Context: an optimization exercise on an open-source flow, tuned for small area, a short achievable clock period and few clock cycles. The choices shown serve that exercise and are no tape-out recipe.
Function was checked by simulation only, so behaviour that the tests miss may differ from the original.
The clock input has no modelled driver; a real chip could not lean on it and would need a root buffer or a full tree.
Power figures rest on the tool's default switching activity, not on a simulated workload.

== umber ==
==> flow/design.v (excerpt) <==
module crypto_accelerator_top #(
    parameter BLOCK_WIDTH = 32,
    parameter COUNTER_WIDTH = 16
) (
    input  logic                        clk,
    input  logic                        rst_n,
    input  logic [BLOCK_WIDTH-1:0]      data_in,
    input  logic                        data_in_valid,
    output logic                        data_in_ready,
    output logic [BLOCK_WIDTH-1:0]      data_out,
    output logic                        data_out_valid,
    input  logic                        data_out_ready,
    output logic [COUNTER_WIDTH-1:0]    blocks_processed,
    output logic [COUNTER_WIDTH-1:0]    cycles_elapsed
);
For scale: ~280 cells after synthesis, about 100 flip-flops, ~100 I/O pins.
==> flow/config.mk <==
export PLATFORM = sky130hd
export DESIGN_NAME = crypto_accelerator_top
export DESIGN_NICKNAME = crypto_accelerator_top
export VERILOG_FILES = /design/flow/design.v
export SDC_FILE = /design/flow/constraint.sdc
export NUM_CORES = 4
export LEC_CHECK = 0
export CAP_MARGIN = 20
export CORE_MARGIN = 2
export CORE_UTILIZATION = 35
export PLACE_DENSITY = 0.45
export SLEW_MARGIN = 20
==> flow/constraint.sdc <==
create_clock -name core_clock -period 6.0 [get_ports {clk}]
set_input_delay 1.2000 -clock core_clock [delete_from_list [all_inputs] [get_ports {clk}]]
set_output_delay 1.2000 -clock core_clock [all_outputs]
set_load 0.01 [all_outputs]
standard.sh (not shown) runs the stock make flow with config.mk's settings and CLKGATE_MAP_FILE= SYNTH_SCRIPT=/design/flow/synth_recipe.tcl, a recipe that flattens the netlist after the stock synthesis.
==> flow/flow/run.sh <==
#!/bin/bash
# Own layout flow: the standard ORFS flow (standard.sh) with
#  - every input and output port buffered by a plain sky130_fd_sc_hd__buf_1
#    (timing repair sizes it as needed) instead of the delay buffer
#    buffer_ports picks by default;
#  - ORFS's cts step replaced by flow/cts.tcl: a balanced one-level clock
#    tree (the clock port drives 4 clkbuf_16, each driving a cluster of
#    flip-flops), then setup repair aiming at REPAIR_MARGIN ns of slack;
#  - the same setup margin for the repair after global routing.
# Each step's output goes to its own log in the work folder (flow_place.log,
# flow_cts.log, flow_finish.log); ORFS's steps also keep their logs under
# orfs/logs/.
set -euo pipefail
REPAIR_MARGIN=${REPAIR_MARGIN:-4.0}
export BUFFER_PORTS_ARGS="-buffer_cell sky130_fd_sc_hd__buf_1"
bash standard.sh place > flow_place.log 2>&1
RESULTS_DIR=orfs/results/$FLOW_PLATFORM/crypto_accelerator_top/base \
PLATFORM_DIR=$FLOW_HOME/platforms/$FLOW_PLATFORM \
CTS_CLOCK_PORT=clk CTS_NBUF=4 CTS_BUF_CELL=sky130_fd_sc_hd__clkbuf_16 \
CTS_REPAIR_MARGIN=$REPAIR_MARGIN \
  openroad -no_init -exit flow/cts.tcl > flow_cts.log 2>&1
export SETUP_SLACK_MARGIN=$REPAIR_MARGIN
bash standard.sh > flow_finish.log 2>&1
==> flow/flow/cts.tcl <==
# Clock tree step, in place of ORFS's cts step: a one-level tree in which the
# clock port drives CTS_NBUF buffers (CTS_BUF_CELL), each driving the
# flip-flops of one cluster (k-means on the flip-flop positions). The tree is
# balanced: every flip-flop is one buffer from the port. Then setup repair
# aiming at CTS_REPAIR_MARGIN ns of slack, hold repair, and legalization.
# Reads 3_place.odb/.sdc and writes 4_1_cts.odb and 4_cts.sdc in RESULTS_DIR.
set P $::env(PLATFORM_DIR)
set R $::env(RESULTS_DIR)
read_liberty $P/lib/sky130_fd_sc_hd__tt_025C_1v80.lib
read_db $R/3_place.odb
read_sdc $R/3_place.sdc
source $P/setRC.tcl
set_dont_use [list sky130_fd_sc_hd__probe_p_8 sky130_fd_sc_hd__probec_p_8 sky130_fd_sc_hd__lpflow_*]

set block [ord::get_db_block]
set clknet [[$block findBTerm $::env(CTS_CLOCK_PORT)] getNet]
set sinks {}
foreach it [$clknet getITerms] {
  set inst [$it getInst]
  lappend sinks [list $it {*}[$inst getLocation]]
}
set n [llength $sinks]
set k $::env(CTS_NBUF)
puts "clock sinks: $n, clusters: $k"
# k-means, seeded with sinks sorted by angle around the centroid
set cx 0; set cy 0
foreach s $sinks { set cx [expr {$cx + [lindex $s 1]}]; set cy [expr {$cy + [lindex $s 2]}] }
set cx [expr {$cx / double($n)}]; set cy [expr {$cy / double($n)}]
set sorted [lsort -real -index 3 [lmap s $sinks { list {*}$s [expr {atan2([lindex $s 2]-$cy, [lindex $s 1]-$cx)}] }]]
set cent {}
for {set c 0} {$c < $k} {incr c} {
  set s [lindex $sorted [expr {int(($c + 0.5) * $n / $k)}]]
  lappend cent [list [lindex $s 1] [lindex $s 2]]
}
for {set iter 0} {$iter < 50} {incr iter} {
  set sumx [lrepeat $k 0.0]; set sumy [lrepeat $k 0.0]; set cnt [lrepeat $k 0]
  set assign {}
  foreach s $sorted {
    set best 0; set bd 1e30
    for {set c 0} {$c < $k} {incr c} {
      set d [expr {abs([lindex $s 1]-[lindex $cent $c 0]) + abs([lindex $s 2]-[lindex $cent $c 1])}]
      if {$d < $bd} { set bd $d; set best $c }
    }
    lappend assign $best
    lset sumx $best [expr {[lindex $sumx $best] + [lindex $s 1]}]
    lset sumy $best [expr {[lindex $sumy $best] + [lindex $s 2]}]
    lset cnt $best [expr {[lindex $cnt $best] + 1}]
  }
  for {set c 0} {$c < $k} {incr c} {
    if {[lindex $cnt $c] > 0} {
      lset cent $c [list [expr {[lindex $sumx $c] / [lindex $cnt $c]}] [expr {[lindex $sumy $c] / [lindex $cnt $c]}]]
    }
  }
}
puts "cluster sizes: $cnt"
set master [[ord::get_db] findMaster $::env(CTS_BUF_CELL)]
set bufs {}
for {set c 0} {$c < $k} {incr c} {
  set inst [odb::dbInst_create $block $master "clkbuf_leaf_$c"]
  set net [odb::dbNet_create $block "clknet_leaf_$c"]
  $net setSigType CLOCK
  [$inst findITerm A] connect $clknet
  [$inst findITerm X] connect $net
  $inst setLocation [expr {int([lindex $cent $c 0])}] [expr {int([lindex $cent $c 1])}]
  $inst setPlacementStatus PLACED
  lappend bufs $net
}
foreach s $sorted a $assign {
  set it [lindex $s 0]
  $it disconnect
  $it connect [lindex $bufs $a]
}
$clknet setSigType CLOCK
detailed_placement
set_propagated_clock [all_clocks]
estimate_parasitics -placement
report_clock_latency
report_worst_slack -max -digits 3
repair_timing -setup -setup_margin $::env(CTS_REPAIR_MARGIN) -repair_tns 100 -match_cell_footprint -verbose
repair_timing -hold -hold_margin 0 -match_cell_footprint -verbose
detailed_placement
check_placement -verbose
estimate_parasitics -placement
report_clock_latency
report_worst_slack -max -digits 3
report_checks -group_path_count 5 -format end
write_db $R/4_1_cts.odb
write_sdc -no_timestamp $R/4_cts.sdc
Testbench counts of umber, summed over its fixed seeds: cycles 11,071.
Relative to umber, the following input files were edited for onyx:
Settings: clearing PLACE_DENSITY, which used to be 0.45; swapping 35 for 55 in CORE_UTILIZATION.
[summary]
Per the comparison of onyx with umber, vias after detailed routing went up by 47, fraction of power consumed by sequential logic went up by 0.4 points.
The met1 track demand over resource reported for onyx is greater than that of umber by 7.5 points.
Number of instances in the placed design ends up higher on umber.
| insertion delay of the later-clocked pin in the worst-skew pair | onyx vs umber | ≈ equal |
### onyx -> sierra
diff --git a/flow/flow/run.sh b/flow/flow/run.sh
--- a/flow/flow/run.sh
+++ b/flow/flow/run.sh
@@ -13,3 +13,3 @@
 set -euo pipefail
-REPAIR_MARGIN=${REPAIR_MARGIN:-4.0}
+REPAIR_MARGIN=${REPAIR_MARGIN:-4.3}
 export BUFFER_PORTS_ARGS="-buffer_cell sky130_fd_sc_hd__buf_1"
Results
sierra vs onyx — fraction of standard cell area that is sequential dropped 9.0 points. onyx ended up with blocks_processed[7] as its capturing element of the worst setup path; sierra ended up with blocks_processed[12]. sierra: fraction of power consumed by combinational cells is 4.6 points higher than what onyx reported. When sierra is set beside onyx, its total power turns out to be about 5% larger. Of sierra and onyx, sierra shows the higher routed length per placed instance, with onyx below it. A start point of the critical path of u_performance_counter.blocks_processed[7]$_SDFFCE_PN0P_ is what onyx shows, while u_performance_counter.blocks_processed[12]$_SDFFCE_PN0P_ belongs to sierra.
Setup changes, sierra to tundra
Settings: swapping 55 for 35 in CORE_UTILIZATION.
diff --git a/flow/flow/run.sh b/flow/flow/run.sh
--- a/flow/flow/run.sh
+++ b/flow/flow/run.sh
@@ -13,3 +13,3 @@
 set -euo pipefail
-REPAIR_MARGIN=${REPAIR_MARGIN:-4.3}
+REPAIR_MARGIN=${REPAIR_MARGIN:-4.0}
 export BUFFER_PORTS_ARGS="-buffer_cell sky130_fd_sc_hd__buf_1"
@@ -18,3 +18,3 @@
 PLATFORM_DIR=$FLOW_HOME/platforms/$FLOW_PLATFORM \
-CTS_CLOCK_PORT=clk CTS_NBUF=4 CTS_BUF_CELL=sky130_fd_sc_hd__clkbuf_16 \
+CTS_CLOCK_PORT=clk CTS_NBUF=3 CTS_BUF_CELL=sky130_fd_sc_hd__clkbuf_16 \
 CTS_REPAIR_MARGIN=$REPAIR_MARGIN \
Findings:
- Comparing tundra against sierra, there is no change at all in sequential cell count.
- The setup slack of tundra is smaller than that of sierra.
- tundra has clock power share below what sierra had.
- Diff tundra and sierra: sequential share of layout area lower in sierra
- The clock period minus final worst setup slack of tundra was inferior to that of sierra.
- Die width: tundra and sierra compared, lower one is sierra
- In the tables for tundra and sierra, switching share of power reads higher with tundra.
- Changes observed in tundra relative to sierra: fraction of area in multi-input gates increased 1.8 points, core occupancy in the finished layout shrank by 39 points.
In every run of this note, the design's own scripts or RTL, not TritonCTS, make the clock network.

## what the ideal ports hide
The flow's constraints put no driver on any port. The routed layouts listed below were extracted and timed again, unchanged, in two steps. Step 1, drivers: a clkbuf_16 drives clk and a buf_2 each remaining input, both assumed. Step 2 times the ports against the registers' clock, not the clock port: input delays grow and output delays shrink by t, the midpoint of the rising clock arrivals with the driver on. a / b / c = ideal ports / drivers / drivers and shift; a / b = the first two.
| run | t (ns) | slack for setup (ns) | worst data-port slew with drivers (ns) | cell pins on the clock port's net |
|---|---|---|---|---|
| umber | 0.231 | 4.027 / 3.951 / 3.884 | 0.05 | 4 |
| onyx | 0.223 | 4.023 / 3.953 / 3.909 | 0.05 | 4 |
| sierra | 0.225 | 4.064 / 3.992 / 3.876 | 0.06 | 4 |
| tundra | 0.232 | 4.001 / 3.940 / 3.877 | 0.04 | 3 |
After both steps setup and hold are still met in every run listed. The setup slack of sierra, which loses most, moves by -0.072 ns with the drivers and by -0.188 ns with both steps.
